This design comes from an exercise in tuning for small area, a short achievable clock period and few clock cycles on the open sky130 flow, not from production work.
In this exercise RTL edits were held to simulation tests only and were not proved equivalent to the original.
In every run shown here, the design's own scripts or RTL, not TritonCTS, make the clock network.
The clock input has no modelled driver; a real chip could not lean on it and would need a root buffer or a full tree.
Power figures rest on the tool's default switching activity, not on a simulated workload.

### config.mk
export PLATFORM = sky130hd
export DESIGN_NAME = S_Axi_Lite
export DESIGN_NICKNAME = S_Axi_Lite
export VERILOG_FILES = /design/flow/design.v
export SDC_FILE = /design/flow/constraint.sdc
export NUM_CORES = 4
export LEC_CHECK = 0
export CAP_MARGIN = 20
export CORE_MARGIN = 2
export CORE_UTILIZATION = 70
export SETUP_SLACK_MARGIN = 2.35
export SLEW_MARGIN = 20
### constraint.sdc
create_clock -name core_clock -period 4.0 [get_ports {S_AXI_ACLK}]
set_input_delay 0.8000 -clock core_clock [delete_from_list [all_inputs] [get_ports {S_AXI_ACLK}]]
set_output_delay 0.8000 -clock core_clock [all_outputs]
set_load 0.01 [all_outputs]
### flow/run.sh
#!/bin/bash
# Own layout flow: the standard synthesis (standard.sh synth, unchanged),
# then the gates between the registers re-mapped for area (remap.sh; registers
# untouched, equivalence checked), then the standard layout steps with
# minimum-size port buffers and a two-level clock tree: the clock port drives
# four clkbuf_16, which drive eight clkbuf_16, each feeding one placement
# cluster of registers (mytree.tcl).
set -euo pipefail
W=$PWD
F=$W/flow
R=$W/orfs/results/sky130hd/S_Axi_Lite/base
mkdir -p "$W/remap"
bash standard.sh synth > "$W/synth.log" 2>&1
cp "$R/1_2_yosys.v" "$W/remap/std_synth.v"
bash "$F/remap.sh" "$W/remap/std_synth.v" "$W/remap/remapped.v" "$W/remap" > "$W/remap.log" 2>&1
cp "$W/remap/remapped.v" "$R/1_2_yosys.v"
rm -f "$R/1_synth.odb" "$R/1_synth.sdc"
export BUFFER_PORTS_ARGS="-buffer_cell sky130_fd_sc_hd__buf_1"
export PRE_CTS_TCL="$F/pre_cts.tcl"
bash standard.sh > "$W/layout.log" 2>&1
### design.v
module S_Axi_Lite #(
    parameter integer P_S_AXI_DATA_WIDTH = 32,
    parameter integer P_S_AXI_ADDR_WIDTH = 4
)
(
    input  wire                                S_AXI_ACLK,
    input  wire                                S_AXI_ARESETN,
    input  wire [P_S_AXI_ADDR_WIDTH-1 : 0]     S_AXI_AWADDR,
    input  wire [2 : 0]                        S_AXI_AWPROT,
    input  wire                                S_AXI_AWVALID,
    output wire                                S_AXI_AWREADY,
    input  wire [P_S_AXI_DATA_WIDTH-1 : 0]     S_AXI_WDATA,
    input  wire [(P_S_AXI_DATA_WIDTH/8)-1 : 0] S_AXI_WSTRB,
    input  wire                                S_AXI_WVALID,
    output wire                                S_AXI_WREADY,
    output wire [1 : 0]                        S_AXI_BRESP,
    output wire                                S_AXI_BVALID,
    input  wire                                S_AXI_BREADY,
    input  wire [P_S_AXI_ADDR_WIDTH-1 : 0]     S_AXI_ARADDR,
    input  wire [2 : 0]                        S_AXI_ARPROT,
    input  wire                                S_AXI_ARVALID,
    output wire                                S_AXI_ARREADY,
    output wire [P_S_AXI_DATA_WIDTH-1 : 0]     S_AXI_RDATA,
    output wire [1 : 0]                        S_AXI_RRESP,
    output wire                                S_AXI_RVALID,
    input  wire                                S_AXI_RREADY
);
localparam integer DW = P_S_AXI_DATA_WIDTH;
reg       wq_v0;
reg [3:0] wq_h0;
reg [1:0] wq_a1;
reg       r_bvalid, b2;
reg       r_awready, r_wready;
wire wq_v1 = ~r_awready;
wire aw_hs = S_AXI_AWVALID & r_awready;
wire w_hs  = S_AXI_WVALID  & r_wready;
wire b_hs  = r_bvalid      & S_AXI_BREADY;
wire wq_v0_n = wq_v1 | aw_hs | (wq_v0 & ~w_hs);
wire wq_v1_n = ~w_hs & (wq_v1 | (aw_hs & wq_v0));
wire b1_n    = b2 | w_hs | (r_bvalid & ~b_hs);
wire b2_n    = ~b_hs & (b2 | (r_bvalid & w_hs));
wire wq_ld   = ~wq_v0 | w_hs;              
always @(posedge S_AXI_ACLK) begin
    if (~S_AXI_ARESETN) begin
        wq_v0     <= 1'b0;
        r_awready <= 1'b1;
        r_wready  <= 1'b0;
        r_bvalid  <= 1'b0;
        b2        <= 1'b0;
    end else begin
        wq_v0     <= wq_v0_n;
        r_awready <= ~wq_v1_n;
        r_wready  <= wq_v0_n & ~b2_n;
        r_bvalid  <= b1_n;
        b2        <= b2_n;
    end
end
always @(posedge S_AXI_ACLK) begin
    if (r_awready)
        wq_a1 <= S_AXI_AWADDR[1:0];
    wq_h0 <= ({4{wq_ld}} & (4'b0001 << (wq_v1 ? wq_a1 : S_AXI_AWADDR[1:0]))) |
             ({4{~wq_ld}} & wq_h0);
end
reg [DW-1:0] r_reg0, r_reg1, r_reg2, r_reg3;
reg [3:0]    rv;
wire [3:0] we = {4{w_hs}} & wq_h0;
always @(posedge S_AXI_ACLK) begin
    if (~S_AXI_ARESETN)
        rv <= 4'd0;
    else
        rv <= rv | we;
end
always @(posedge S_AXI_ACLK) begin
    if (we[0]) r_reg0 <= S_AXI_WDATA;
    if (we[1]) r_reg1 <= S_AXI_WDATA;
    if (we[2]) r_reg2 <= S_AXI_WDATA;
    if (we[3]) r_reg3 <= S_AXI_WDATA;
end
reg       rq_v0;
reg [3:0] rq_h0;                           
reg [1:0] rq_a1;
reg       r_arready, r_rvalid;
reg [DW-1:0] r_rdata;
wire rq_v1 = ~r_arready;
wire ar_hs = S_AXI_ARVALID & r_arready;
wire r_adv = ~r_rvalid | S_AXI_RREADY;    
wire r_mv  = rq_v0 & r_adv;
wire rq_v0_n = rq_v1 | ar_hs | (rq_v0 & ~r_mv);
wire rq_v1_n = ~r_mv & (rq_v1 | (ar_hs & rq_v0));
wire rq_ld   = ~rq_v0 | r_mv;              
always @(posedge S_AXI_ACLK) begin
    if (~S_AXI_ARESETN) begin
        rq_v0     <= 1'b0;
        r_arready <= 1'b1;
        r_rvalid  <= 1'b0;
    end else begin
        rq_v0     <= rq_v0_n;
        r_arready <= ~rq_v1_n;
        r_rvalid  <= r_mv | ~r_adv;
    end
end
always @(posedge S_AXI_ACLK) begin
    if (r_arready)
        rq_a1 <= S_AXI_ARADDR[1:0];
    rq_h0 <= ({4{rq_ld}} & (4'b0001 << (rq_v1 ? rq_a1 : S_AXI_ARADDR[1:0]))) |
             ({4{~rq_ld}} & rq_h0);
end
wire [3:0] rsel = rv & rq_h0;
wire [3:0] rld  = rsel & {4{r_adv}};
wire       rhld = ~r_adv;
always @(posedge S_AXI_ACLK) begin
    r_rdata <= ({DW{rld[0]}} & r_reg0) | ({DW{rld[1]}} & r_reg1) |
               ({DW{rld[2]}} & r_reg2) | ({DW{rld[3]}} & r_reg3) |
               ({DW{rhld}}   & r_rdata);
end
assign S_AXI_AWREADY = r_awready;
assign S_AXI_WREADY  = r_wready;
assign S_AXI_BVALID  = r_bvalid;
assign S_AXI_BRESP   = 2'b00;
assign S_AXI_ARREADY = r_arready;
assign S_AXI_RVALID  = r_rvalid;
assign S_AXI_RDATA   = r_rdata;
assign S_AXI_RRESP   = 2'b00;
endmodule
### flow/mytree.tcl
# Clock tree built directly: the clock port drives NROOT clock buffers; each
# of them drives some of the NLEAF leaf buffers; each leaf buffer drives the
# clock pins of one cluster of registers (k-means on placement). Every
# register is two buffers from the port, so the tree is balanced.

# k-means on points {id x y}; returns the cluster index of each point and the
# centres. Deterministic start: points spread along the x order.
proc my_kmeans {pts k} {
  set n [llength $pts]
  set sorted [lsort -real -index 1 $pts]
  set cents {}
  for {set j 0} {$j < $k} {incr j} {
    set p [lindex $sorted [expr {int(($j + 0.5) * $n / $k)}]]
    lappend cents [list [lindex $p 1] [lindex $p 2]]
  }
  for {set iter 0} {$iter < 100} {incr iter} {
    set assign {}
    foreach p $pts {
      set best 0; set bd 1e30
      for {set j 0} {$j < $k} {incr j} {
        set c [lindex $cents $j]
        set d [expr {hypot([lindex $p 1]-[lindex $c 0], [lindex $p 2]-[lindex $c 1])}]
        if {$d < $bd} { set bd $d; set best $j }
      }
      lappend assign $best
    }
    set newc {}
    for {set j 0} {$j < $k} {incr j} {
      set sx 0.0; set sy 0.0; set m 0
      foreach p $pts a $assign {
        if {$a == $j} { set sx [expr {$sx+[lindex $p 1]}]; set sy [expr {$sy+[lindex $p 2]}]; incr m }
      }
      if {$m > 0} { lappend newc [list [expr {$sx/$m}] [expr {$sy/$m}]] } else { lappend newc [lindex $cents $j] }
    }
    if {$newc eq $cents} { break }
    set cents $newc
  }
  return [list $assign $cents]
}

proc my_make_buf {blk master name in_net xy} {
  set inst [odb::dbInst_create $blk $master $name]
  set net [odb::dbNet_create $blk "${name}_net"]
  $net setSigType CLOCK
  [$inst findITerm X] connect $net
  [$inst findITerm A] connect $in_net
  $inst setLocation [expr {int([lindex $xy 0])}] [expr {int([lindex $xy 1])}]
  $inst setPlacementStatus PLACED
  return $net
}

proc my_clock_tree {nroot nleaf rootcell leafcell} {
  set blk [ord::get_db_block]
  set clk_net [$blk findNet S_AXI_ACLK]
  set sinks {}
  foreach it [$clk_net getITerms] {
    set bb [[$it getInst] getBBox]
    lappend sinks [list $it [expr {([$bb xMin]+[$bb xMax])/2.0}] [expr {([$bb yMin]+[$bb yMax])/2.0}]]
  }
  lassign [my_kmeans $sinks $nleaf] sink_assign leaf_cents
  set leaves {}
  for {set j 0} {$j < $nleaf} {incr j} { lappend leaves [list $j {*}[lindex $leaf_cents $j]] }
  lassign [my_kmeans $leaves $nroot] leaf_assign root_cents
  # a root buffer sits between the port and its leaves' centre
  set rmaster [[ord::get_db] findMaster $rootcell]
  set lmaster [[ord::get_db] findMaster $leafcell]
  set root_nets {}
  for {set r 0} {$r < $nroot} {incr r} {
    lappend root_nets [my_make_buf $blk $rmaster "clkbuf_root_$r" $clk_net [lindex $root_cents $r]]
  }
  set leaf_nets {}
  for {set j 0} {$j < $nleaf} {incr j} {
    lappend leaf_nets [my_make_buf $blk $lmaster "clkbuf_leaf_$j" [lindex $root_nets [lindex $leaf_assign $j]] [lindex $leaf_cents $j]]
  }
  foreach s $sinks a $sink_assign {
    set it [lindex $s 0]
    $it disconnect
    $it connect [lindex $leaf_nets $a]
  }
  set_propagated_clock [all_clocks]
  puts "my_clock_tree: [llength $sinks] sinks, $nroot root and $nleaf leaf buffers"
}
### standard.sh
#!/bin/bash
# synth_recipe.tcl (not shown) runs the flow's synth.tcl, then flattens the netlist and writes it again
# the make line also repeats each setting of config.mk as NAME=value (left out here)
make -C /OpenROAD-flow-scripts/flow DESIGN_CONFIG=/design/flow/config.mk WORK_HOME=/design/flow/orfs CLKGATE_MAP_FILE= SYNTH_SCRIPT=/design/flow/synth_recipe.tcl "${@:-finish}"
### flow/scripts.abc
strash; dch; map -a
strash; dch; amap
strash; dc2; dch; map -a
strash; balance; rewrite; refactor; balance; rewrite -z; rewrite -z; balance; dch; map -a
strash; dch -f; map -a
strash; dch; map -a; strash; dch; amap
strash; dc2; dc2; dch -f; amap
strash; dch -f; amap
strash; dc2; dch -f; map -a
strash; balance; rewrite; refactor; balance; rewrite -z; rewrite -z; balance; dch -f; amap
strash; dc2; dch; amap
strash; dch; amap; strash; dch -f; map -a
### flow/pre_cts.tcl
# Sourced by ORFS's cts.tcl before clock tree synthesis (PRE_CTS_TCL).
# Builds the clock tree here (mytree.tcl) and turns the step's own
# clock_tree_synthesis call into a no-op; the rest of the CTS step
# (legalization, timing repair) runs as usual.
source [file join [file dirname [info script]] mytree.tcl]
my_clock_tree 4 8 sky130_fd_sc_hd__clkbuf_16 sky130_fd_sc_hd__clkbuf_16
proc clock_tree_synthesis {args} {
  puts "clock tree built by flow/mytree.tcl; clock_tree_synthesis skipped"
}
### flow/remap.sh
#!/bin/bash
set -uo pipefail
STD=$1; OUT=$2; D=$3
F=$(cd "$(dirname "$0")" && pwd)
LIB=$FLOW_HOME/platforms/sky130hd/lib/sky130_fd_sc_hd__tt_025C_1v80.lib
DU=$(grep -o 'sky130_fd_sc_hd__lpflow_[a-z0-9_]*\|sky130_fd_sc_hd__probe[a-z0-9_]*' "$LIB" | sort -u | sed 's/^/-dont_use /' | tr '\n' ' ')
best=""; best_area=""
cp "$STD" "$OUT"
n=0
while IFS= read -r line; do
  [[ -z "$line" ]] && continue
  n=$((n+1)); sc=s$n
  echo "$line" | tr ';' '\n' | sed 's/^ *//' > "$D/$sc.abc"; echo topo >> "$D/$sc.abc"
  cat > "$D/remap_$sc.ys" <<EOY
read_liberty -ignore_miss_func $LIB
blackbox =sky130_fd_sc_hd__*df* =sky130_fd_sc_hd__*dl* =sky130_fd_sc_hd__*sdf*
read_verilog $STD
hierarchy -top S_Axi_Lite
flatten
opt_clean
abc -liberty $LIB $DU -script $D/$sc.abc
opt_clean -purge
rename -hide w:*.*
opt_clean -purge
hilomap -singleton -hicell sky130_fd_sc_hd__conb_1 HI -locell sky130_fd_sc_hd__conb_1 LO
opt_clean -purge
tee -o $D/remap_$sc.stat stat -liberty $LIB
write_verilog -noattr -nohex -nodec $D/remap_$sc.v
EOY
  yosys -l "$D/remap_$sc.log" -s "$D/remap_$sc.ys" < /dev/null > /dev/null 2>&1 || continue
  cat > "$D/equiv_$sc.ys" <<EOY
read_liberty -ignore_miss_func $LIB
read_verilog $STD
rename S_Axi_Lite gold
read_verilog $D/remap_$sc.v
rename S_Axi_Lite gate
hierarchy -check
cd gold
rename -hide w:* i:* %d o:* %d
rename -hide c:* t:sky130_fd_sc_hd__*df* %d
cd gate
rename -hide w:* i:* %d o:* %d
rename -hide c:* t:sky130_fd_sc_hd__*df* %d
cd
flatten gold gate
opt_clean
equiv_make gold gate equiv
hierarchy -top equiv
equiv_simple -seq 2
equiv_induct
equiv_status -assert
EOY
  yosys -l "$D/equiv_$sc.log" -s "$D/equiv_$sc.ys" < /dev/null > /dev/null 2>&1 || { echo "remap $sc: not proven equivalent, skipped"; continue; }
  # every register instance of the standard netlist must still be there
  a=$(grep -o '^ *sky130_fd_sc_hd__e\?df[a-z0-9_]* [^ ]*' "$STD" | sort | md5sum)
  b=$(grep -o '^ *sky130_fd_sc_hd__e\?df[a-z0-9_]* [^ ]*' "$D/remap_$sc.v" | sort | md5sum)
  [[ "$a" == "$b" ]] || { echo "remap $sc: registers differ, skipped"; continue; }
  area=$(grep -o "Chip area for module '\\\\S_Axi_Lite': [0-9.]*" "$D/remap_$sc.stat" | awk '{print $NF}')
  echo "remap $sc: area $area"
  if [[ -z "$best" ]] || awk "BEGIN{exit !($area < $best_area)}"; then best=$sc; best_area=$area; fi
done < "$F/scripts.abc"
if [[ -n "$best" ]]; then cp "$D/remap_$best.v" "$OUT"; echo "using remap $best"; else echo "using the standard netlist"; fi
==> summary.txt, run 1 <==
Status
  • Status: finished clean

Layout
  • P&R area growth vs syn: 18.4%
  • N_diodes: 0
  • Area of the multi-input gates: ~1100 sq um
  • Reg area: between 5000 and 6000 sq um
  • Layout cells sized above 1: 12.4%
  • Filler cells: between 400 and 500
  • Final nets: between 500 and 600

Critical path
  • FF-to-FF setup slack: between 2000 and 2500 ps
  • Crit path launch type: flop
  • Worst EP required: about 4100 ps
  • CP endpoint kind: flop
  • CP max FO: 25
  • CP Cell Sequence: and2_1 > buf_6 > a222oi_1 > a21oi_1
  • RR Endpoint: r_rdata[4]
  • Crit path kind: reg -> reg
  • Worst EP arrival: between 1500 and 2000 ps
  • Critical-path top delay cell: edfxtp_1
  • Slowest stage delay, CP: 380 ps
  • Worst reg2reg path depth: 4

STA
  • Final hold violation count: 0
  • Max-slew violation count: 0
  • Tmin final: 1630 ps
  • Unrepaired setup endpoints after global routing: yes
  • Total Neg Setup Slack: 0 ps
  • Fmax: roughly 0.61 GHz
  • Tcrit/Tclk final: between 40 and 50%
  • Final setup fails: 0
  • Layout Skew: between 30 and 40 ps
  • Worst hold slack: 486 ps

Power
  • Switching Share: between 10% and 20%
  • Sw power: approximately 670 uW
  • Comb pwr share: under 10%
  • VDD IR max: ~410 uV
  • Power Internal: ~2.7 mW
  • Register share of total power: a little under two thirds
  • Tot Pwr: 3.41 mW
  • PwrDens: roughly 470 nW/um^2
  • LEAKAGE: 2.45 nW
  • Clock share of power: a little under a third

Placed design
  • RD Place Congestion: approximately 0.7
  • # port buffers: 79
  • HPWL after detailed placement: approximately 6300 um

Die
  • Die X: slightly below 100 um
  • Die H: between 90 and 100 um
  • Core Box Area: ~8600 sq um
  • Die area: around 9500 sq um
  • Cell Rows: 34
  • I/O Pins: approximately 100
  • Initial Util: a little over two thirds

Detailed routing
  • Initial DRC count: around 370
  • Vias per cell: between 6 and 7
  • Routed WL per cell: 21.9 um
  • Antenna-violating nets left: 0
  • Drc violations: 0
  • DRT Pass-1 Iters: 8
  • Final WL: 13200 um
  • Vias: between 3000 and 4000

GRT
  • Total GRT Usage: a little over a quarter
  • First-pass GRT wire length: 20000 um
  • Gr busiest metal: met2
  • Grt met3 use: under 10%
  • Number of global-route vias before repair: 3878
  • Initial antenna violation count: 0
  • Largest net degree at the start of global routing: 34
  • Global Route met2 Usage: 49.0%
  • Met1 usage in global routing: roughly 35%
  • Grt ovf: 0

Synth
  • Gate Count Post-Synth: around 370
  • YS warnings: 1
  • Avg Cell Area, Syn: 16.4 sq um
  • Mapped Area: 6080 sq um

Hold path
  • Hold Path Stages: 2
  • Min-delay src: rv[3]
  • Hold-critical path endpoint: rv[3]
  • Min-delay worst type: reg -> reg

Clock network
  • Clock latency (worst-skew pair): ~300 ps
  • Hold_buf cts: 0
  • Clock input transition at the sequential cells of the worst setup and hold paths: about 90 ps

Job
  • Max_cap viols: 0
[power groups by stage]
stage | Combinational [mW] | Sequential, mW | Clock (mW)
final | 0.206 | 2.17 | 1.04
after global routing | 0.223 | 2.18 | 1.11
after CTS | 0.199 | 2.17 | 1.05
after detailed placement | 0.172 | 2.21 | 0
after global placement | 0.165 | 2.20 | 0
after floorplan | 0.0830 | 2.21 | 0
[registers in the layout, summed over array words and instances (netlist names), 2 cells and up, named ones only]
register / cells
r_reg3: 32
wq_a1: 2
rq_a1: 2
r_reg0: 32
rv: 4
r_reg2: 32
r_reg1: 32
r_rdata: 32
[through the flow]
stage          cells  instance area [sq um]  worst slack, ps  util (%)
3_5_place_dp     566                   6620             1580      77.1
4_1_cts          600                   7180             2350      83.6
6_report         600                   7200             2370      83.8
3_3_place_gp     566                   6620             1590      77.1
2_1_floorplan    374                   6150             2130         -
5_1_grt          600                   7200             2340      83.8
[routing by layer]
| metal | wire, um | vias up |
|---|---|---|
| met2 | 6760 | 232 |
| li1 | - | 1698 |
| met5 | 0 | - |
| met1 | 4680 | 1849 |
| met4 | 424 | 0 |
| met3 | 1290 | 28 |
[critical path: cells and delay by family (launching register included)]
kind	cells	cell delay (ps)
AO/OA/AOI/OAI	2	530
flip-flops	1	380
AND/OR/NAND/NOR	1	310
buffers and inverters	1	250
[cell type report]
class	instances	area share (%)
multi-input cells	182	15.5
plain buffers	12	4.17
repair buffers	102	7.63
well taps	108	1.88
inverters	12	0.695
flip-flops and latches	184	70.2
[worst max path at each step]
stage | from | endpoint | slack, ps
after global routing | flop | r_rdata[4] | 2340
after global placement | S_AXI_WVALID | r_reg3[11] | 1590
final | flop | r_rdata[4] | 2370
after CTS | r_wready | S_AXI_WREADY | 2350
after detailed placement | S_AXI_WVALID | r_reg3[2] | 1580
after floorplan | S_AXI_RREADY | r_rdata[18] | 2130
[cell usage in the layout, fill, tap and decap left out]
| cell type | count |
|---|---|
| edfxtp_1 | 136 |
| buf_1 | 71 |
| a21oi_1 | 66 |
| nor2_1 | 51 |
| dfxtp_1 | 41 |
| a222oi_1 | 31 |
| buf_4 | 16 |
| clkbuf_16 | 12 |
| clkinv_1 | 11 |
| nor2b_4 | 9 |
| clkbuf_2 | 7 |
| dfxtp_2 | 7 |
| buf_12 | 5 |
| conb_1 | 4 |
| o22ai_1 | 4 |
| and2_1 | 4 |
| nand2_1 | 2 |
| a31oi_1 | 2 |
| o21ai_0 | 2 |
| buf_6 | 2 |
| clkinv_4 | 1 |
| o221ai_1 | 1 |
| nand2_8 | 1 |
| nand2b_1 | 1 |
| or3_1 | 1 |
| and2_0 | 1 |
| a22oi_1 | 1 |
| a221oi_1 | 1 |
| buf_2 | 1 |
[what timing repair did]
action	4_1_cts	5_1_grt
resized for setup	7	14
endpoints found under the hold margin	0	0
endpoints found under the setup margin	135	19
pin swaps	0	1
setup buffers	18	0
gates cloned	4	0
Testbench counts, summed over its fixed seeds: cycles 784.
==> inputs of run 2 (changes only) <==
--- a/config.mk
+++ b/config.mk
@@ -9,3 +9,3 @@
 export CORE_MARGIN = 2
-export CORE_UTILIZATION = 70
+export CORE_UTILIZATION = 50
 export SETUP_SLACK_MARGIN = 2.35
==> summary.txt, run 2 <==
STA
  • Total Neg Setup Slack: 0 ps (unchanged)
  • Tightest Pin Transition: roughly 810 ps
  • Tmin final: 1620 ps (-6.07 ps)
  • Final hold violation count: 0 (unchanged)
  • Unrepaired setup endpoints after global routing: no
  • Relative slew slack: around 46%
  • Fmax: 0.615 GHz (+0.37%)
  • Max-slew violation count: 0 (unchanged)
  • Final setup fails: 0 (unchanged)
  • Tcrit/Tclk final: 40.6% (-0.15 points)
  • Layout Skew: 51.3 ps (+18.0 ps)

Critical path
  • Worst EP arrival: 820 ps (-950 ps)
  • CP max FO: 2 (-92%)
  • CP delay by family, top: flip-flops
  • Worst EP required: 3200 ps (-940 ps)
  • CP endpoint kind: primary output
  • CP Cell Sequence: buf_1
  • Buf/Inv on CP: 1 (unchanged)
  • Crit path launch type: flop
  • Slowest stage delay, CP: 360 ps (-20 ps)
  • Critical-path top delay cell: dfxtp_1
  • Crit path kind: reg -> out

Die
  • Core Box Area: 12000 sq um (+39%)
  • Die X: 114 um (+18%)
  • Cell Rows: 40 (+18%)
  • I/O Pins: 98 (unchanged)
  • Die H: 114 um (+18%)
  • Initial Util: 50.9% (-20 points)
  • Die area: 13100 sq um (+38%)

Power
  • Sw power: 663 uW (-0.93%)
  • LEAKAGE: 2.39 nW (-2.5%)
  • Switching Share: 19.5% (-0.093 points)
  • Clock share of power: 30.7% (+0.3 points)
  • PwrDens: 476 nW/um^2 (+0.45%)
  • VDD IR max: 227 uV (-44%)
  • Comb pwr share: 5.6% (-0.4 points)
  • Power Internal: 2.73 mW (-0.34%)
  • Register share of total power: 63.7% (+0.2 points)

GRT
  • Largest net degree at the start of global routing: 36 (+5.9%)
  • Initial antenna violation count: 0 (unchanged)
  • First-pass GRT wire length: 19300 um (-3.4%)
  • Total GRT Usage: 19.1% (-8.1 points)
  • Grt ovf: 0 (unchanged)
  • Number of global-route vias before repair: 3593 (-7.3%)

Placed design
  • RD Place Congestion: 0.670 (-3.4%)
  • Placed Area: 6680 sq um (+0.81%)
  • HPWL after detailed placement: 6550 um (+3.5%)
  • # port buffers: 79 (unchanged)

Layout
  • N_diodes: 0 (unchanged)
  • Reg area: 5050 sq um (about the same)
  • Most common cell after layout, fill and taps aside: edfxtp_1
  • Layout cells sized above 1: 10.8% (-1.6 points)
  • Filler cells: 946 (+110%)
  • Most frequent cells in the layout: 136 x edfxtp_1, 71 x buf_1, 66 x a21oi_1, 51 x nor2_1, 42 x dfxtp_1
  • Final nets: 539 (-2.2%)
  • P&R area growth vs syn: 17.3%
  • Area of the multi-input gates: 1100 sq um (-1.7%)
  • Final cell area excluding filler cells: 7140 sq um (-0.90%)

Detailed routing
  • Vias per cell: 5.79 (-8.7%)
  • DRT Pass-1 Iters: 5 (-3)
  • Routed WL per cell: 20.0 um (-8.8%)
  • Antenna-violating nets left: 0 (unchanged)
  • Initial DRC count: 381 (+3.3%)
  • Drc violations: 0 (unchanged)
  • Vias: 3632 (-4.6%)
  • Final WL: 12500 um (-4.7%)

Clock network
  • Clock latency (worst-skew pair): 300 ps (about the same)
  • Hold_buf cts: 0 (unchanged)
  • Clock input transition at the sequential cells of the worst setup and hold paths: 100 ps (about the same)

Synth
  • YS warnings: 1 (unchanged)
  • Mapped Area: 6080 sq um (unchanged)
  • Avg Cell Area, Syn: 16.4 sq um (unchanged)
  • Gate Count Post-Synth: 371 (unchanged)

Status
  • Status: finished clean

Job
  • Max_cap viols: 0 (unchanged)

Hold path
  • Min-delay worst type: reg -> reg
==> run 2: area by class of cell <==
type                    instances  share of cell area [%]
plain buffers                  12                    4.21
repair buffers                 92                    6.24
flip-flops and latches        184                    70.8
multi-input cells             180                    15.4
well taps                     147                    2.58
inverters                      12                   0.806
==> run 2: power groups by stage <==
stage,sequential (mW),combinational (mW),clock [mW]
final,2.16,0.191,1.04
after global routing,2.17,0.213,1.12
after CTS,2.16,0.190,1.06
after detailed placement,2.20,0.176,0
after global placement,2.20,0.172,0
after floorplan,2.21,0.0830,0
==> run 2: path summary, 6_finish.rpt <==
check / slack [ps] / endpoint / depth (start not counted) / from
worst min-delay path: 460 / r_bvalid / 2 / b2
worst max register to register: 2460 / r_rdata[7] / 3 / rv[3]
worst min register to register: 460 / r_bvalid / 2 / b2
worst max-delay path: 2380 / S_AXI_RDATA[23] / 1 / r_rdata[23]
==> run 2: repair_timing <==
item	in CTS	in global routing
gates cloned	2	0
endpoints found under the setup margin	172	43
buffers inserted	8	0
gates resized for setup	10	16
==> run 2: metrics by stage <==
step                setup WS (ps)  cells  total power, mW  util, %  hold slack, ps
global placement             1490    605             2.37     55.8             442
global route                 2350    627             3.50     59.7             505
floorplan                    2130    374             2.29        -             433
finish                       2380    627             3.40     59.7             465
detailed placement           1500    605             2.38     55.8             460
CTS                          2350    627             3.41     59.4             480
==> run 2: per-layer routing <==
| layer | GRT usage [%] | up-vias | wire length [um] |
|---|---|---|---|
| li1 | - | 1676 | - |
| met1 | 26.4 | 1813 | 5290 |
| met2 | 33.7 | 129 | 6270 |
| met3 | 2.38 | 14 | 801 |
| met4 | 2.68 | 0 | 168 |
| met5 | 0 | - | 0 |
==> inputs of run 3 (changes only) <==
--- a/config.mk
+++ b/config.mk
@@ -9,3 +9,3 @@
 export CORE_MARGIN = 2
-export CORE_UTILIZATION = 50
+export CORE_UTILIZATION = 55
 export SETUP_SLACK_MARGIN = 2.35
==> summary.txt, run 3 <==
Layout
  • Final nets: 541 (+0.37%)
  • N_diodes: 0 (unchanged)
  • Most common cell after layout, fill and taps aside: edfxtp_1
  • Layout cells sized above 1: 9.75% (-1.1 points)
  • Fin util: 65.7% (+6.0 points)
  • Most frequent cells in the layout: 136 x edfxtp_1, 71 x buf_1, 66 x a21oi_1, 51 x nor2_1, 45 x dfxtp_1
  • P&R area growth vs syn: 17.0%

Die
  • Die H: 109 um (-4.5%)
  • Core Box Area: 10800 sq um (-9.4%)
  • Die X: 109 um (-4.5%)
  • Initial Util: 56.1% (+5.3 points)
  • I/O Pins: 98 (unchanged)
  • Die area: 11900 sq um (-8.8%)
  • Cell Rows: 38 (-5.0%)

STA
  • Tmin final: 1620 ps (-3.12 ps)
  • Total Neg Setup Slack: 0 ps (unchanged)
  • Final hold violation count: 0 (unchanged)
  • Max-slew violation count: 0 (unchanged)
  • Fmax: 0.617 GHz (+0.19%)
  • Layout Skew: 42.2 ps (-9.02 ps)
  • Unrepaired setup endpoints after global routing: no
  • Final setup fails: 0 (unchanged)
  • Tcrit/Tclk final: 40.5% (-0.078 points)

Detailed routing
  • Final WL: 12000 um (-4.4%)
  • Antenna-violating nets left: 0 (unchanged)
  • Initial DRC count: 347 (-8.9%)
  • Routed WL per cell: 19.3 um (-3.6%)
  • Vias per cell: 5.73 (-1.2%)
  • Vias: 3561 (-2.0%)
  • DRT Pass-1 Iters: 5 (unchanged)
  • Drc violations: 0 (unchanged)

Critical path
  • Slowest stage delay, CP: 260 ps (-100 ps)
  • Worst EP required: 3970 ps (+770 ps)
  • Worst EP arrival: 1590 ps (+770 ps)
  • Crit path launch type: primary input
  • Crit path kind: in -> reg
  • CP max FO: 16 (+14)
  • CP endpoint kind: flop
  • Critical-path top delay cell: nor2b_4
  • CP Cell Sequence: buf_1 > nand2_8 > nor2b_4 > buf_12

GRT
  • Number of global-route vias before repair: 3432 (-4.5%)
  • Grt ovf: 0 (unchanged)
  • Initial antenna violation count: 0 (unchanged)
  • First-pass GRT wire length: 17800 um (-7.8%)
  • Largest net degree at the start of global routing: 35 (-2.8%)
  • Total GRT Usage: 19.7% (+0.55 points)

Synth
  • Avg Cell Area, Syn: 16.4 sq um (unchanged)
  • YS warnings: 1 (unchanged)
  • Mapped Area: 6080 sq um (unchanged)
  • Gate Count Post-Synth: 371 (unchanged)

Clock network
  • Clock input transition at the sequential cells of the worst setup and hold paths: 90 ps (about the same)
  • Hold_buf cts: 0 (unchanged)
  • Clock latency (worst-skew pair): 300 ps (about the same)

Placed design
  • RD Place Congestion: 0.688 (+2.6%)
  • # port buffers: 79 (unchanged)
  • HPWL after detailed placement: 6340 um (-3.2%)

Hold path
  • Min-delay worst type: reg -> reg

Power
  • VDD IR max: 317 uV (+40%)
  • LEAKAGE: 2.39 nW (+0.22%)
  • PwrDens: 475 nW/um^2 (-0.31%)

Job
  • Max_cap viols: 0 (unchanged)

Status
  • Status: finished clean
## run 3: cell types whose count changed in the layout (fill, tap and decap cells not counted), sizes merged
cell / change
buf: +1
clkbuf: +3
clkinv: +1
inv: -1
nor2b: -2
## run 3: stage by stage
stage / setup WS [ps] / total power, mW / hold WS [ps] / instance area, sq um / std cells
floorplan: 2130 / 2.29 / 433 / 6150 / 374
global placement: 1660 / 2.37 / 441 / 6700 / 603
detailed placement: 1660 / 2.38 / 454 / 6700 / 603
CTS: 2360 / 3.40 / 472 / 7060 / 619
global route: 2340 / 3.49 / 493 / 7120 / 622
finish: 2380 / 3.38 / 470 / 7120 / 622
## run 3: path summary, 6_finish.rpt
kind,start,end,slack (ps),cells after the start
max,S_AXI_WVALID,r_reg2[12],2380,4
min reg2reg,b2,r_bvalid,470,2
max reg2reg,flop,r_rdata[31],2530,4
min,b2,r_bvalid,470,2
## run 3: repair_timing
action	4_1_cts	5_1_grt
hold endpoints to repair	0	0
pin swaps	0	0
setup endpoints to repair	106	23
gates cloned	0	1
resized for setup	7	14
setup buffers	4	2
## run 3: where the power goes
group          switching [mW]  internal (mW)  total (mW)
Clock                   0.498          0.536        1.03
Combinational           0.121         0.0653       0.186
Sequential             0.0277           2.13        2.16
Total                   0.646           2.73        3.38
## run 3: final cells by class
cell class	instances	area, sq um
flip-flops and latches	184	5050
fillers	821	3720
multi-input cells	178	1060
repair buffers	96	483
plain buffers	12	300
well taps	140	175
inverters	12	50.0
## run 3: critical path: cells and delay by family
family / cells / cell delay, ps
buf+inv: 2 / 410
simple gates: 2 / 380
## run 3: metal layers
metal	global-route usage, %	wire length, um
met2	34.7	5950
met1	26.5	4940
met4	2.98	148
met5	0	0
met3	2.99	945
==> inputs of run 4 (changes only) <==
--- a/config.mk
+++ b/config.mk
@@ -9,3 +9,3 @@
 export CORE_MARGIN = 2
-export CORE_UTILIZATION = 55
+export CORE_UTILIZATION = 60
 export SETUP_SLACK_MARGIN = 2.35
==> summary.txt, run 4 <==
GRT
  • Initial antenna violation count: 0 (unchanged)
  • Total GRT Usage: 22.3% (+2.7 points)
  • Number of global-route vias before repair: 3628 (+5.7%)
  • Grt ovf: 0 (unchanged)
  • First-pass GRT wire length: 19300 um (+8.1%)
  • Largest net degree at the start of global routing: 36 (+2.9%)

Power
  • Register share of total power: 63.9% (about the same)
  • PwrDens: 476 nW/um^2 (+0.35%)
  • Comb pwr share: 5.5% (about the same)
  • Clock share of power: 30.5% (about the same)
  • LEAKAGE: 2.38 nW (-0.61%)
  • Sw power: 650 uW (+0.59%)
  • VDD IR max: 322 uV (+1.6%)
  • Power Internal: 2.73 mW (about the same)
  • Tot Pwr: 3.38 mW (about the same)
  • Switching Share: 19.2% (+0.096 points)

Detailed routing
  • Drc violations: 0 (unchanged)
  • Routed WL per cell: 19.8 um (+2.9%)
  • Vias per cell: 5.93 (+3.5%)
  • DRT Pass-1 Iters: 5 (unchanged)
  • Vias: 3645 (+2.4%)
  • Final WL: 12200 um (+1.8%)
  • Initial DRC count: 350 (+0.86%)
  • Antenna-violating nets left: 0 (unchanged)

Clock network
  • Clock latency (worst-skew pair): 290 ps (about the same)
  • Clock input transition at the sequential cells of the worst setup and hold paths: 120 ps (+30 ps)

Status
  • Status: finished clean

Critical path
  • Critical-path top delay cell: dfxtp_1
  • Slowest stage delay, CP: 360 ps (+100 ps)
  • Worst EP arrival: 810 ps (-780 ps)
  • CP Cell Sequence: buf_1
  • CP delay by family, top: flip-flops
  • Worst EP required: 3200 ps (-770 ps)
  • Crit path launch type: flop
  • CP max FO: 2 (-14)
  • Crit path kind: reg -> out
  • Buf/Inv on CP: 1 (-1)
  • CP endpoint kind: primary output

Layout
  • Most common cell after layout, fill and taps aside: edfxtp_1
  • Final nets: 541 (unchanged)
  • Final cell area excluding filler cells: 7100 sq um (-0.26%)
  • Area of the multi-input gates: 1070 sq um (+1.3%)
  • Layout Cells excl Fill: 615 (-1.1%)
  • Filler cells: 688 (-16%)
  • Most frequent cells in the layout: 136 x edfxtp_1, 74 x buf_1, 66 x a21oi_1, 51 x nor2_1, 45 x dfxtp_1
  • N_diodes: 0 (unchanged)
  • P&R area growth vs syn: 16.7%
  • Reg area: 5050 sq um (about the same)
  • Layout cells sized above 1: 9.13% (-0.62 points)

STA
  • Unrepaired setup endpoints after global routing: no
  • Tcrit/Tclk final: 40.3% (-0.27 points)
  • Tmin final: 1610 ps (-10.8 ps)
  • Fmax: 0.621 GHz (+0.67%)
  • Total Neg Setup Slack: 0 ps (unchanged)
  • Final setup fails: 0 (unchanged)
  • Final hold violation count: 0 (unchanged)
  • Layout Skew: 29.5 ps (-12.8 ps)
  • Max-slew violation count: 0 (unchanged)
  • Worst hold slack: 463 ps (-7.39 ps)

Die
  • Core Box Area: 9820 sq um (-9.4%)
  • Die H: 105 um (-4.1%)
  • Initial Util: 62.0% (+5.8 points)
  • Cell Rows: 36 (-5.3%)
  • I/O Pins: 98 (unchanged)
  • Die area: 11000 sq um (-8.0%)
  • Die X: 105 um (-4.1%)

Placed design
  • # port buffers: 79 (unchanged)
  • Placed Area: 6690 sq um (-0.24%)
  • Placed insts: 595 (-1.3%)
  • RD Place Congestion: 0.688 (about the same)
  • HPWL after detailed placement: 6650 um (+5.0%)

Synth
  • Mapped Area: 6080 sq um (unchanged)
  • YS warnings: 1 (unchanged)
  • Gate Count Post-Synth: 371 (unchanged)
  • Avg Cell Area, Syn: 16.4 sq um (unchanged)

Hold path
  • Min-delay worst type: reg -> reg

Job
  • Max_cap viols: 0 (unchanged)
==> run 4: final timing paths <==
path,start,endpoint,slack [ps],depth (start not counted)
setup / recovery,r_rdata[13],S_AXI_RDATA[13],2390,1
hold / removal,rv[0],rv[0],460,2
setup reg to reg,flop,r_rdata[0],2460,4
hold reg to reg,rv[0],rv[0],460,2
==> run 4: layout make-up <==
cell class / count / share of cell area (%)
Multi-Input combinational cell: 179 / 15.1
Inverter: 12 / 0.705
Buffer: 12 / 4.23
Tap cell: 133 / 2.34
Sequential cell: 184 / 71.1
Timing Repair Buffer: 95 / 6.50
==> run 4: tightest hold or removal path, delay by kind of cell, from the launching register on <==
kind | cells | cell delay [ps]
simple gates | 2 | 100
flops | 1 | 320
==> run 4: through the flow <==
step / utilization (%) / setup WS [ps]
2_1_floorplan: - / 2130
3_3_place_gp: 68.1 / 1570
3_5_place_dp: 68.1 / 1570
4_1_cts: 72.1 / 2350
5_1_grt: 72.3 / 2360
6_report: 72.3 / 2390
==> run 4: metal layers <==
| metal | track usage (%) | up-vias | wire [um] |
|---|---|---|---|
| met1 | 30.5 | 1812 | 5000 |
| met4 | 3.52 | 0 | 172 |
| met5 | 0 | - | 0 |
| met3 | 2.37 | 12 | 849 |
| li1 | - | 1685 | - |
| met2 | 40.1 | 136 | 6180 |
==> run 4: timing repair <==
action                     4_1_cts  5_1_grt
resized for setup                9       10
buffers inserted                 7        0
gates cloned                     1        0
setup endpoints to repair      134       35
hold endpoints to repair         0        0
hold buffers                     0        0
==> run 4: power groups by stage <==
| stage | registers [mW] | logic (mW) | clock network (mW) |
|---|---|---|---|
| final | 2.16 | 0.188 | 1.03 |
| after global routing | 2.17 | 0.209 | 1.11 |
| after CTS | 2.16 | 0.188 | 1.05 |
| after detailed placement | 2.20 | 0.177 | 0 |
| after global placement | 2.20 | 0.171 | 0 |
| after floorplan | 2.21 | 0.0830 | 0 |
==> inputs of run 5 (changes only) <==
--- a/config.mk
+++ b/config.mk
@@ -10,3 +10,3 @@
 export CORE_UTILIZATION = 60
-export SETUP_SLACK_MARGIN = 2.35
+export SETUP_SLACK_MARGIN = 2.3
 export SLEW_MARGIN = 20
==> summary.txt, run 5 <==
Detailed routing
  • Antenna-violating nets left: 0 (unchanged)
  • Initial DRC count: 297 (-15%)
  • Drc violations: 0 (unchanged)
  • Final WL: 12400 um (+1.3%)
  • Wire length on met3: 841 um (-0.94%)
  • DRT Pass-1 Iters: 6 (+1)
  • Highest routed layer: met4
  • Routed WL per cell: 20.1 um (+1.3%)
  • Met2 wire length: 5940 um (-3.8%)
  • Vias per cell: 5.92 (-0.14%)
  • Met1 wire length: 5360 um (+7.2%)
  • Vias: 3640 (-0.14%)

Layout
  • Layout Cells excl Fill: 615 (unchanged)
  • Final nets: 541 (unchanged)
  • N_diodes: 0 (unchanged)
  • Most frequent cells in the layout: 136 x edfxtp_1, 79 x buf_1, 66 x a21oi_1, 51 x nor2_1, 46 x dfxtp_1
  • Layout cells sized above 1: 8.30% (-0.83 points)
  • Fin util: 72.4% (+0.077 points)
  • Most common cell after layout, fill and taps aside: edfxtp_1
  • P&R area growth vs syn: 16.8%
  • Final cell area excluding filler cells: 7110 sq um (+0.11%)

Hold path
  • Hold-critical path endpoint: r_bvalid
  • Hold Path Stages: 2 (unchanged)
  • Min-delay worst type: reg -> reg
  • Min-delay src: b2

STA
  • Total Neg Setup Slack: 0 ps (unchanged)
  • Unrepaired setup endpoints after global routing: no
  • Final hold violation count: 0 (unchanged)
  • Tightest Pin Transition: between 500 and 600 ps
  • Worst hold slack: 468 ps (+5.41 ps)
  • Fmax: 0.601 GHz (-3.2%)
  • Layout Skew: 42.1 ps (+12.6 ps)
  • Tmin final: 1660 ps (+54.1 ps)
  • Final setup margin: 2340 ps (-54.1 ps)
  • Final setup fails: 0 (unchanged)
  • Relative slew slack: between 60% and 70%
  • Max-slew violation count: 0 (unchanged)
  • Tcrit/Tclk final: 41.6% (+1.4 points)

Die
  • I/O Pins: 98 (unchanged)
  • Die H: 105 um (unchanged)
  • Core Box Area: 9820 sq um (unchanged)
  • Die area: 11000 sq um (unchanged)
  • Initial Util: 62.0% (unchanged)
  • Cell Rows: 36 (unchanged)
  • Die X: 105 um (unchanged)

Critical path
  • CP Cell Sequence: buf_1 > nand2_8 > nor2b_4 > buf_4
  • CP endpoint kind: flop
  • Worst EP arrival: 1660 ps (+850 ps)
  • Worst reg2reg path depth: 4 (unchanged)
  • Buf/Inv on CP: 2 (+1)
  • FF-to-FF setup slack: 2390 ps (-70 ps)
  • Slowest stage delay, CP: 280 ps (-80 ps)
  • CP delay by family, top: buffers and inverters
  • Critical-path top delay cell: buf_4
  • Crit path launch type: primary input
  • Worst EP required: 3990 ps (+790 ps)
  • Crit path kind: in -> reg
  • CP max FO: 13 (+11)
  • RR Endpoint: r_rdata[9]

Power
  • Register share of total power: 63.8% (about the same)
  • Sw power: 661 uW (+1.7%)
  • Comb pwr share: 5.6% (about the same)
  • Power Internal: 2.73 mW (about the same)
  • Clock share of power: 30.6% (about the same)
  • Tot Pwr: 3.39 mW (+0.36%)
  • PwrDens: 477 nW/um^2 (+0.25%)
  • VDD IR max: 309 uV (-4.2%)
  • LEAKAGE: 2.36 nW (-0.62%)
  • Switching Share: 19.5% (+0.27 points)

Status
  • Status: finished clean

Job
  • Max_cap viols: 0 (unchanged)

GRT
  • First-pass GRT wire length: 19300 um (about the same)
  • Largest net degree at the start of global routing: 34 (-5.6%)
  • Number of global-route vias before repair: 3568 (-1.7%)
  • Grt ovf: 0 (unchanged)
  • Initial antenna violation count: 0 (unchanged)
  • Total GRT Usage: 22.6% (+0.28 points)

Placed design
  • Placed Area: 6690 sq um (unchanged)
  • # port buffers: 79 (unchanged)
  • DP Worst Slack: 1560 ps (-8.54 ps)
  • HPWL after detailed placement: 6710 um (+0.87%)
  • RD Place Congestion: 0.712 (+3.4%)
  • Placed insts: 595 (unchanged)

Synth
  • YS warnings: 1 (unchanged)
  • Mapped Area: 6080 sq um (unchanged)
  • Avg Cell Area, Syn: 16.4 sq um (unchanged)
  • Gate Count Post-Synth: 371 (unchanged)

Clock network
  • Clock input transition at the sequential cells of the worst setup and hold paths: 100 ps (-20 ps)
  • Clock latency (worst-skew pair): 290 ps (about the same)
  • Hold_buf cts: 0 (unchanged)
-- run 5: cell types whose count changed in the layout (fill, tap and decap cells not counted), sizes merged --
cell | previous run | this run
clkbuf | 17 | 12
nor2b | 6 | 8
buf | 90 | 93
-- run 5: tightest hold or removal path, cell delays in order (launching register included) --
cell	delay [ps]
dfxtp_1	310
clkinv_1	50
a31oi_1	70
-- run 5: worst max path at each step --
stage,from,endpoint,cells past startpoint
after floorplan,S_AXI_RREADY,r_rdata[18],4
after global placement,S_AXI_WVALID,r_reg2[4],4
after detailed placement,S_AXI_WVALID,r_reg2[4],4
after CTS,S_AXI_WVALID,r_reg3[29],4
after global routing,flop,r_rdata[9],4
final,S_AXI_WVALID,r_reg0[20],4
-- run 5: layout make-up --
type	count	area, sq um
multi-input combinational	181	1100
sequential	184	5050
inverter	12	57.6
fill	697	2710
buffer	12	300
tap	133	166
timing repair buffer	93	433
-- run 5: power by group through the flow --
stage / combinational [mW] / sequential [mW] / clock [mW]
global route: 0.211 / 2.17 / 1.13
floorplan: 0.0830 / 2.21 / 0
finish: 0.190 / 2.16 / 1.04
global placement: 0.170 / 2.20 / 0
detailed placement: 0.176 / 2.20 / 0
CTS: 0.191 / 2.16 / 1.06
-- run 5: what timing repair did --
item | 4_1_cts | 5_1_grt
endpoints found under the setup margin | 150 | 43
hold endpoints to repair | 0 | 0
cloned | 3 | 0
buffers inserted | 5 | 0
resized for setup | 8 | 5
-- run 5: per-layer routing --
layer  vias up  GRT usage, %
met4         0          3.71
li1       1689             -
met2       136          37.2
met1      1796          33.7
met5         -             0
met3        19          2.87
==> inputs of run 6 (changes only) <==
--- a/config.mk
+++ b/config.mk
@@ -10,3 +10,3 @@
 export CORE_UTILIZATION = 60
-export SETUP_SLACK_MARGIN = 2.3
+export SETUP_SLACK_MARGIN = 2.4
 export SLEW_MARGIN = 20
==> summary.txt, run 6 <==
Status
  • Status: finished clean

Layout
  • Layout Cells excl Fill: 619 (+0.65%)
  • Reg area: 5070 sq um (+0.40%)
  • Area of the multi-input gates: 1090 sq um (-0.91%)
  • N_diodes: 0 (unchanged)
  • Filler cells: 658 (-5.6%)
  • Final nets: 545 (+0.74%)
  • Most common cell after layout, fill and taps aside: edfxtp_1
  • Final cell area excluding filler cells: 7270 sq um (+2.3%)
  • P&R area growth vs syn: 19.5%
  • Most frequent cells in the layout: 136 x edfxtp_1, 66 x a21oi_1, 51 x nor2_1, 47 x buf_1, 34 x dfxtp_1
  • Layout cells sized above 1: 18.3% (+10 points)

Placed design
  • # port buffers: 79 (unchanged)
  • Placed Area: 6680 sq um (-0.11%)
  • Placed insts: 594 (-0.17%)
  • RD Place Congestion: 0.733 (+3.0%)
  • HPWL after detailed placement: 6730 um (+0.31%)

Critical path
  • Crit path launch type: flop
  • CP max FO: 2 (-11)
  • Critical-path top delay cell: dfxtp_1
  • CP endpoint kind: primary output
  • Worst setup path start: r_rdata[1]
  • Worst EP required: 3200 ps (-790 ps)
  • Stages on worst setup path: 1 (-3)
  • CP delay by family, top: flip-flops
  • RR Endpoint: r_rdata[9]
  • Worst Setup EP: S_AXI_RDATA[1]
  • Worst EP arrival: 780 ps (-880 ps)
  • Buf/Inv on CP: 1 (-1)
  • Slowest stage delay, CP: 350 ps (+70 ps)
  • FF-to-FF setup slack: 2450 ps (+60 ps)
  • Worst reg2reg path depth: 4 (unchanged)
  • CP Cell Sequence: buf_2
  • Crit path kind: reg -> out

Synth
  • Gate Count Post-Synth: 371 (unchanged)
  • YS warnings: 1 (unchanged)
  • Mapped Area: 6080 sq um (unchanged)
  • Avg Cell Area, Syn: 16.4 sq um (unchanged)

STA
  • Tmin final: 1580 ps (-87.5 ps)
  • Total Neg Setup Slack: 0 ps (unchanged)
  • Worst hold slack: 471 ps (+3.07 ps)
  • Max-slew violation count: 0 (unchanged)
  • Unrepaired setup endpoints after global routing: yes
  • Tcrit/Tclk final: 39.4% (-2.2 points)
  • Final setup fails: 0 (unchanged)
  • Fmax: 0.634 GHz (+5.5%)
  • Final hold violation count: 0 (unchanged)
  • Layout Skew: 35.7 ps (-6.39 ps)

GRT
  • Grt ovf: 0 (unchanged)
  • Total GRT Usage: 22.5% (-0.094 points)
  • Initial antenna violation count: 0 (unchanged)
  • Number of global-route vias before repair: 3519 (-1.4%)
  • Largest net degree at the start of global routing: 34 (unchanged)
  • First-pass GRT wire length: 19400 um (+0.72%)

Die
  • Initial Util: 62.0% (unchanged)
  • I/O Pins: 98 (unchanged)
  • Die H: 105 um (unchanged)
  • Die X: 105 um (unchanged)
  • Core Box Area: 9820 sq um (unchanged)
  • Die area: 11000 sq um (unchanged)
  • Cell Rows: 36 (unchanged)

Power
  • Switching Share: 19.3% (-0.20 points)
  • Register share of total power: 63.6% (-0.2 points)
  • Clock share of power: 30.4% (-0.2 points)
  • Comb pwr share: 6.0% (+0.4 points)
  • LEAKAGE: 2.52 nW (+6.8%)
  • VDD IR max: 347 uV (+12%)
  • Sw power: 656 uW (-0.74%)
  • Power Internal: 2.75 mW (+0.56%)
  • PwrDens: 468 nW/um^2 (-1.9%)

Detailed routing
  • Routed WL per cell: 20.2 um (+0.67%)
  • Antenna-violating nets left: 0 (unchanged)
  • DRT Pass-1 Iters: 7 (+1)
  • Final WL: 12500 um (+1.3%)
  • Drc violations: 0 (unchanged)
  • Vias per cell: 5.93 (+0.23%)
  • Initial DRC count: 398 (+34%)
  • Vias: 3672 (+0.88%)

Clock network
  • Hold_buf cts: 0 (unchanged)
  • Clock input transition at the sequential cells of the worst setup and hold paths: 80 ps (-20 ps)
  • Clock latency (worst-skew pair): 300 ps (about the same)

Job
  • Max_cap viols: 0 (unchanged)

Hold path
  • Min-delay src: b2
  • Hold Path Stages: 2 (unchanged)
  • Min-delay worst type: reg -> reg
-- run 6: through the flow --
step           utilization [%]  total power [mW]  setup slack [ps]
5_1_grt                   74.0              3.51              2370
6_report                  74.0              3.40              2420
3_5_place_dp              68.0              2.38              1550
4_1_cts                   73.4              3.41              2380
2_1_floorplan                -              2.29              2130
3_3_place_gp              68.0              2.37              1530
-- run 6: how the worst min path moves through the flow --
stage | slack (ps) | endpoint
finish | 470 | r_bvalid
global route | 490 | r_bvalid
CTS | 470 | r_bvalid
detailed placement | 460 | rv[0]
global placement | 440 | rv[1]
floorplan | 430 | rv[0]
-- run 6: cell type report --
| class | instances | area share (%) |
|---|---|---|
| inverter | 12 | 0.792 |
| tap | 133 | 2.29 |
| sequential | 184 | 69.7 |
| timing repair buffer | 98 | 8.05 |
| buffer | 12 | 4.13 |
| multi-input combinational | 180 | 15.0 |
-- run 6: what timing repair did --
action	in CTS	in global routing
buffers inserted	11	0
pin swaps	0	3
setup endpoints to repair	181	64
cloned	2	0
gates resized for setup	33	37
-- run 6: routing by layer --
layer / GRT usage (%) / up-vias / part of all wire [%]
li1: - / 1699 / -
met1: 33.3 / 1808 / 42
met2: 37.5 / 149 / 49
met3: 2.56 / 16 / 7.2
met4: 3.43 / 0 / 1.6
met5: 0 / - / 0
-- run 6: power by group through the flow --
stage                     sequential (mW)  combinational, mW  clock, mW
after floorplan                      2.21             0.0830          0
after global placement               2.20              0.172          0
after detailed placement             2.20              0.176          0
after CTS                            2.16              0.200       1.05
after global routing                 2.17              0.226       1.11
final                                2.17              0.205       1.03
==> inputs of run 7 (changes only) <==
--- a/config.mk
+++ b/config.mk
@@ -10,3 +10,4 @@
 export CORE_UTILIZATION = 60
-export SETUP_SLACK_MARGIN = 2.4
+export SETUP_SLACK_MARGIN = 2.45
 export SLEW_MARGIN = 20
+export TNS_END_PERCENT = 5
==> summary.txt, run 7 <==
Die
  • Die area: 11000 sq um (unchanged)
  • Cell Rows: 36 (unchanged)
  • Die H: 105 um (unchanged)
  • Die X: 105 um (unchanged)
  • I/O Pins: 98 (unchanged)
  • Initial Util: 62.0% (unchanged)
  • Core Box Area: 9820 sq um (unchanged)

Layout
  • Most common cell after layout, fill and taps aside: edfxtp_1
  • Final nets: 553 (+1.5%)
  • Fin util: 73.2% (-0.89 points)
  • Final cell area excluding filler cells: 7180 sq um (-1.2%)
  • Layout Cells excl Fill: 627 (+1.3%)
  • N_diodes: 0 (unchanged)
  • P&R area growth vs syn: 18.1%
  • Most frequent cells in the layout: 136 x edfxtp_1, 78 x buf_1, 66 x a21oi_1, 51 x nor2_1, 48 x dfxtp_1
  • Layout cells sized above 1: 9.92% (-8.4 points)

Critical path
  • Slowest stage delay, CP: 340 ps (about the same)
  • Worst EP required: 4200 ps (+1000 ps)
  • Crit path launch type: primary input
  • FF-to-FF setup slack: 2350 ps (-100 ps)
  • Critical-path top delay cell: buf_4
  • Worst setup path start: S_AXI_RREADY
  • Worst Setup EP: rq_v0
  • Reg2reg start: rv[3]
  • CP endpoint kind: flop
  • Crit path kind: in -> reg
  • Worst EP arrival: 1930 ps (+1150 ps)
  • Worst reg2reg path depth: 4 (unchanged)
  • RR Endpoint: r_rdata[14]
  • CP max FO: 18 (+16)
  • CP Cell Sequence: buf_1 > nor2b_4 > buf_4 > nand2_1 > a31oi_1

Detailed routing
  • Initial DRC count: 458 (+15%)
  • Final WL: 12700 um (+1.6%)
  • Wire length on met3: 895 um (-0.11%)
  • DRT Pass-1 Iters: 7 (unchanged)
  • Vias: 3724 (+1.4%)
  • Vias per cell: 5.94 (+0.12%)
  • Routed WL per cell: 20.3 um (+0.28%)
  • Highest routed layer: met4
  • Drc violations: 0 (unchanged)
  • Met2 wire length: 6400 um (+4.6%)
  • Antenna-violating nets left: 0 (unchanged)
  • Met1 wire length: 5260 um (-0.72%)

Placed design
  • DP Worst Slack: 1600 ps (+45.2 ps)
  • # port buffers: 79 (unchanged)
  • Placed insts: 595 (+0.17%)
  • Placed Area: 6680 sq um (about the same)
  • HPWL after detailed placement: 6820 um (+1.4%)
  • RD Place Congestion: 0.712 (-2.9%)

STA
  • Tmin final: 1720 ps (+146 ps)
  • Fmax: 0.580 GHz (-8.5%)
  • Final setup fails: 0 (unchanged)
  • Max-slew violation count: 0 (unchanged)
  • Relative slew slack: 63.7%
  • Tightest Pin Transition: ~550 ps
  • Final setup margin: 2280 ps (-146 ps)
  • Tcrit/Tclk final: 43.1% (+3.7 points)
  • Total Neg Setup Slack: 0 ps (unchanged)
  • Final hold violation count: 0 (unchanged)
  • Layout Skew: 18.6 ps (-17.1 ps)
  • Unrepaired setup endpoints after global routing: yes
  • Worst hold slack: 475 ps (+3.40 ps)

GRT
  • Initial antenna violation count: 0 (unchanged)
  • First-pass GRT wire length: 19500 um (+0.25%)
  • Largest net degree at the start of global routing: 34 (unchanged)
  • Grt ovf: 0 (unchanged)
  • Number of global-route vias before repair: 3640 (+3.4%)
  • Total GRT Usage: 22.6% (+0.11 points)

Power
  • Comb pwr share: 5.8% (-0.2 points)
  • VDD IR max: 310 uV (-11%)
  • Switching Share: 19.2% (-0.066 points)
  • Clock share of power: 30.4% (about the same)
  • Power Internal: 2.74 mW (-0.36%)
  • Register share of total power: 63.8% (+0.2 points)
  • Tot Pwr: 3.39 mW (-0.44%)
  • LEAKAGE: 2.43 nW (-3.8%)
  • Sw power: 651 uW (-0.78%)
  • PwrDens: 472 nW/um^2 (+0.77%)

Synth
  • Gate Count Post-Synth: 371 (unchanged)
  • Mapped Area: 6080 sq um (unchanged)
  • YS warnings: 1 (unchanged)
  • Avg Cell Area, Syn: 16.4 sq um (unchanged)

Job
  • Max_cap viols: 0 (unchanged)

Hold path
  • Min-delay worst type: reg -> reg

Clock network
  • Clock latency (worst-skew pair): 280 ps (-20 ps)
  • Clock input transition at the sequential cells of the worst setup and hold paths: 90 ps (about the same)
  • Hold_buf cts: 0 (unchanged)

Status
  • Status: finished clean
## run 7: worst min path at each step
| stage | start | endpoint | slack [ps] | cells past startpoint |
|---|---|---|---|---|
| global placement | rv[3] | rv[3] | 440 | 2 |
| CTS | b2 | r_bvalid | 480 | 2 |
| global route | b2 | r_bvalid | 510 | 2 |
| finish | b2 | r_bvalid | 470 | 2 |
| detailed placement | rv[0] | rv[0] | 450 | 2 |
| floorplan | rv[0] | rv[0] | 430 | 2 |
## run 7: critical path, delay by kind of cell
family / cells / cell delay (ps)
AOI/OAI and AO/OA: 1 / 210
buffers and inverters: 2 / 440
and+or+nand+nor: 2 / 480
## run 7: power by group through the flow
stage,Sequential (mW),Clock [mW],Combinational [mW]
2_1_floorplan,2.21,0,0.0825
3_3_place_gp,2.20,0,0.171
3_5_place_dp,2.20,0,0.176
4_1_cts,2.16,1.05,0.189
5_1_grt,2.17,1.11,0.219
6_report,2.16,1.03,0.198
## run 7: layout make-up
type | instances | area (sq um)
sequential | 184 | 5040
fill | 687 | 2640
buffer | 12 | 300
multi-input combinational | 182 | 1100
timing repair buffer | 104 | 523
tap | 133 | 166
inverter | 12 | 50.0
## run 7: per-layer routing
layer / up-vias / track usage (%)
li1: 1716 / -
met1: 1841 / 32.7
met2: 151 / 38.6
met3: 16 / 2.31
met4: 0 / 3.90
met5: - / 0
## run 7: timing repair
item                                    in CTS  in global routing
buffers inserted                             8                  8
endpoints found under the setup margin     207                179
pin swaps                                    0                  1
gates cloned                                 3                  1
resized for setup                            1                  6
==> inputs of run 8 (changes only) <==
--- a/flow/run.sh
+++ b/flow/run.sh
@@ -5,3 +5,3 @@
 # minimum-size port buffers and a two-level clock tree: the clock port drives
-# four clkbuf_16, which drive eight clkbuf_16, each feeding one placement
+# four clkbuf_16, which drive ten clkbuf_16, each feeding one placement
 # cluster of registers (mytree.tcl).
--- a/flow/pre_cts.tcl
+++ b/flow/pre_cts.tcl
@@ -5,3 +5,3 @@
 source [file join [file dirname [info script]] mytree.tcl]
-my_clock_tree 4 8 sky130_fd_sc_hd__clkbuf_16 sky130_fd_sc_hd__clkbuf_16
+my_clock_tree 4 10 sky130_fd_sc_hd__clkbuf_16 sky130_fd_sc_hd__clkbuf_16
 proc clock_tree_synthesis {args} {
--- a/config.mk
+++ b/config.mk
@@ -12,2 +12 @@
 export SLEW_MARGIN = 20
-export TNS_END_PERCENT = 5
==> summary.txt, run 8 <==
Layout
  • Filler cells: 612 (-11%)
  • Final cell area excluding filler cells: 7520 sq um (+4.7%)
  • Most frequent cells in the layout: 136 x edfxtp_1, 66 x a21oi_1, 51 x nor2_1, 41 x buf_1, 31 x a222oi_1
  • Area of the multi-input gates: 1130 sq um (+3.0%)
  • Layout cells sized above 1: 24.8% (+15 points)
  • Final nets: 554 (+0.18%)
  • Most common cell after layout, fill and taps aside: edfxtp_1
  • N_diodes: 0 (unchanged)
  • P&R area growth vs syn: 23.6%
  • Reg area: 5090 sq um (+0.82%)

Synth
  • YS warnings: 1 (unchanged)
  • Gate Count Post-Synth: 371 (unchanged)
  • Mapped Area: 6080 sq um (unchanged)
  • Avg Cell Area, Syn: 16.4 sq um (unchanged)

Die
  • Die H: 105 um (unchanged)
  • Cell Rows: 36 (unchanged)
  • Die area: 11000 sq um (unchanged)
  • Initial Util: 62.0% (unchanged)
  • I/O Pins: 98 (unchanged)
  • Die X: 105 um (unchanged)
  • Core Box Area: 9820 sq um (unchanged)

Power
  • Comb pwr share: 6.5% (+0.7 points)
  • Sw power: 696 uW (+6.9%)
  • Clock share of power: 32.4% (+2.0 points)
  • VDD IR max: 379 uV (+22%)
  • Register share of total power: 61.1% (-2.7 points)
  • Switching Share: 19.6% (+0.37 points)
  • LEAKAGE: 2.63 nW (+8.6%)
  • Power Internal: 2.86 mW (+4.5%)
  • PwrDens: 473 nW/um^2 (+0.25%)

Job
  • Max_cap viols: 0 (unchanged)

Detailed routing
  • Initial DRC count: 439 (-4.1%)
  • Routed WL per cell: 20.4 um (+0.42%)
  • Final WL: 12800 um (+0.58%)
  • Antenna-violating nets left: 0 (unchanged)
  • DRT Pass-1 Iters: 6 (-1)
  • Vias per cell: 5.89 (-0.80%)
  • Vias: 3700 (-0.64%)
  • Drc violations: 0 (unchanged)

Critical path
  • CP endpoint kind: flop
  • Worst EP required: 3970 ps (-230 ps)
  • Worst EP arrival: 1520 ps (-410 ps)
  • Crit path launch type: primary input
  • Slowest stage delay, CP: 230 ps (-110 ps)
  • Critical-path top delay cell: nor2b_4
  • CP Cell Sequence: buf_2 > nand2_8 > nor2b_4 > buf_6
  • Crit path kind: in -> reg
  • CP max FO: 11 (-7)

Placed design
  • DP Worst Slack: 1510 ps (-90.0 ps)
  • RD Place Congestion: 0.705 (-0.94%)
  • HPWL after detailed placement: 6530 um (-4.3%)
  • # port buffers: 79 (unchanged)
  • Placed Area: 6660 sq um (-0.24%)

GRT
  • Largest net degree at the start of global routing: 34 (unchanged)
  • First-pass GRT wire length: 19100 um (-1.9%)
  • Total GRT Usage: 22.3% (-0.31 points)
  • Grt ovf: 0 (unchanged)
  • Number of global-route vias before repair: 3575 (-1.8%)
  • Initial antenna violation count: 0 (unchanged)

STA
  • Max-slew violation count: 0 (unchanged)
  • Final setup margin: 2450 ps (+172 ps)
  • Total Neg Setup Slack: 0 ps (unchanged)
  • Unrepaired setup endpoints after global routing: yes
  • Tcrit/Tclk final: 38.8% (-4.3 points)
  • Fmax: 0.644 GHz (+11%)
  • Worst hold slack: 469 ps (-5.83 ps)
  • Tmin final: 1550 ps (-172 ps)
  • Final setup fails: 0 (unchanged)
  • Layout Skew: 35.1 ps (+16.5 ps)
  • Final hold violation count: 0 (unchanged)

Clock network
  • Clock latency (worst-skew pair): 290 ps (about the same)
  • Hold_buf cts: 0 (unchanged)
  • Clock input transition at the sequential cells of the worst setup and hold paths: 60 ps (-30 ps)

Hold path
  • Min-delay worst type: reg -> reg

Status
  • Status: finished clean
run 8: per-stage QoR:
stage	instances	utilization, %	power [mW]
after detailed placement	591	67.8	2.38
after CTS	626	74.9	3.55
after global routing	628	76.6	3.66
final	628	76.6	3.56
after global placement	591	67.8	2.37
after floorplan	374	-	2.29
run 8: final timing paths:
kind	to	depth (start not counted)	slack, ps	from
worst max-delay path	r_reg1[12]	4	2450	S_AXI_WVALID
worst min-delay path	r_bvalid	2	470	b2
worst max register to register	r_rdata[4]	3	2640	flop
worst min register to register	r_bvalid	2	470	b2
run 8: area by class of cell:
class	count	area share [%]
inverters	12	0.766
repair buffers	103	9.67
plain buffers	14	4.66
multi-input cells	182	15.0
well taps	133	2.21
flip-flops and latches	184	67.6
run 8: metal layers:
metal / GRT usage [%] / up-vias / wire, um
met4: 3.24 / 0 / 176
met2: 36.1 / 159 / 6110
met5: 0 / - / 0
li1: - / 1716 / -
met1: 33.9 / 1812 / 5410
met3: 2.93 / 13 / 1090
run 8: critical path, delay by kind of cell:
kind	cells	cell delay [ps]
simple gates	2	370
buf+inv	2	330
run 8: power by group through the flow:
stage	Sequential, mW	Combinational (mW)	Clock (mW)
after global routing	2.18	0.251	1.23
after detailed placement	2.20	0.176	0
after CTS	2.17	0.215	1.17
after floorplan	2.21	0.0830	0
final	2.17	0.231	1.15
after global placement	2.20	0.170	0
run 8: repair_timing:
action	4_1_cts	5_1_grt
resized for setup	77	35
setup buffers	17	2
endpoints found under the setup margin	206	64
pin swaps	1	0
gates cloned	4	0

separate check: timing with driven ports:
The flow's constraints put no driver on any port. The routed layouts listed below were extracted and timed again, unchanged, in two steps. Step 1, drivers: a clkbuf_16 drives S_AXI_ACLK and a buf_2 each remaining input, both assumed. Step 2, shift: input delay + t, output delay - t, t = (earliest + latest rising clock arrival at the registers) / 2. This alone moves slack from input paths to output paths. Three values: ideal, step 1, step 2; two values: the first two.
run | t, ns | setup WS [ns] | latest minus earliest clock arrival (ns)
run 1 | 0.367 | 2.369 / 2.290 / 2.121 | 0.033 / 0.034
run 2 | 0.357 | 2.375 / 2.296 / 2.103 | 0.053 / 0.053
run 3 | 0.361 | 2.378 / 2.298 / 2.079 | 0.043 / 0.042
run 4 | 0.367 | 2.389 / 2.302 / 2.099 | 0.029 / 0.030
run 5 | 0.362 | 2.335 / 2.258 / 2.034 | 0.052 / 0.052
run 6 | 0.361 | 2.423 / 2.342 / 2.125 | 0.036 / 0.037
run 7 | 0.356 | 2.276 / 2.254 / 1.971 | 0.019 / 0.019
run 8 | 0.360 | 2.448 / 2.372 / 2.150 | 0.036 / 0.036
After both steps setup and hold are still met in every run listed. The setup slack of run 7, which loses most, moves by -0.022 ns with the drivers and by -0.305 ns with both steps.
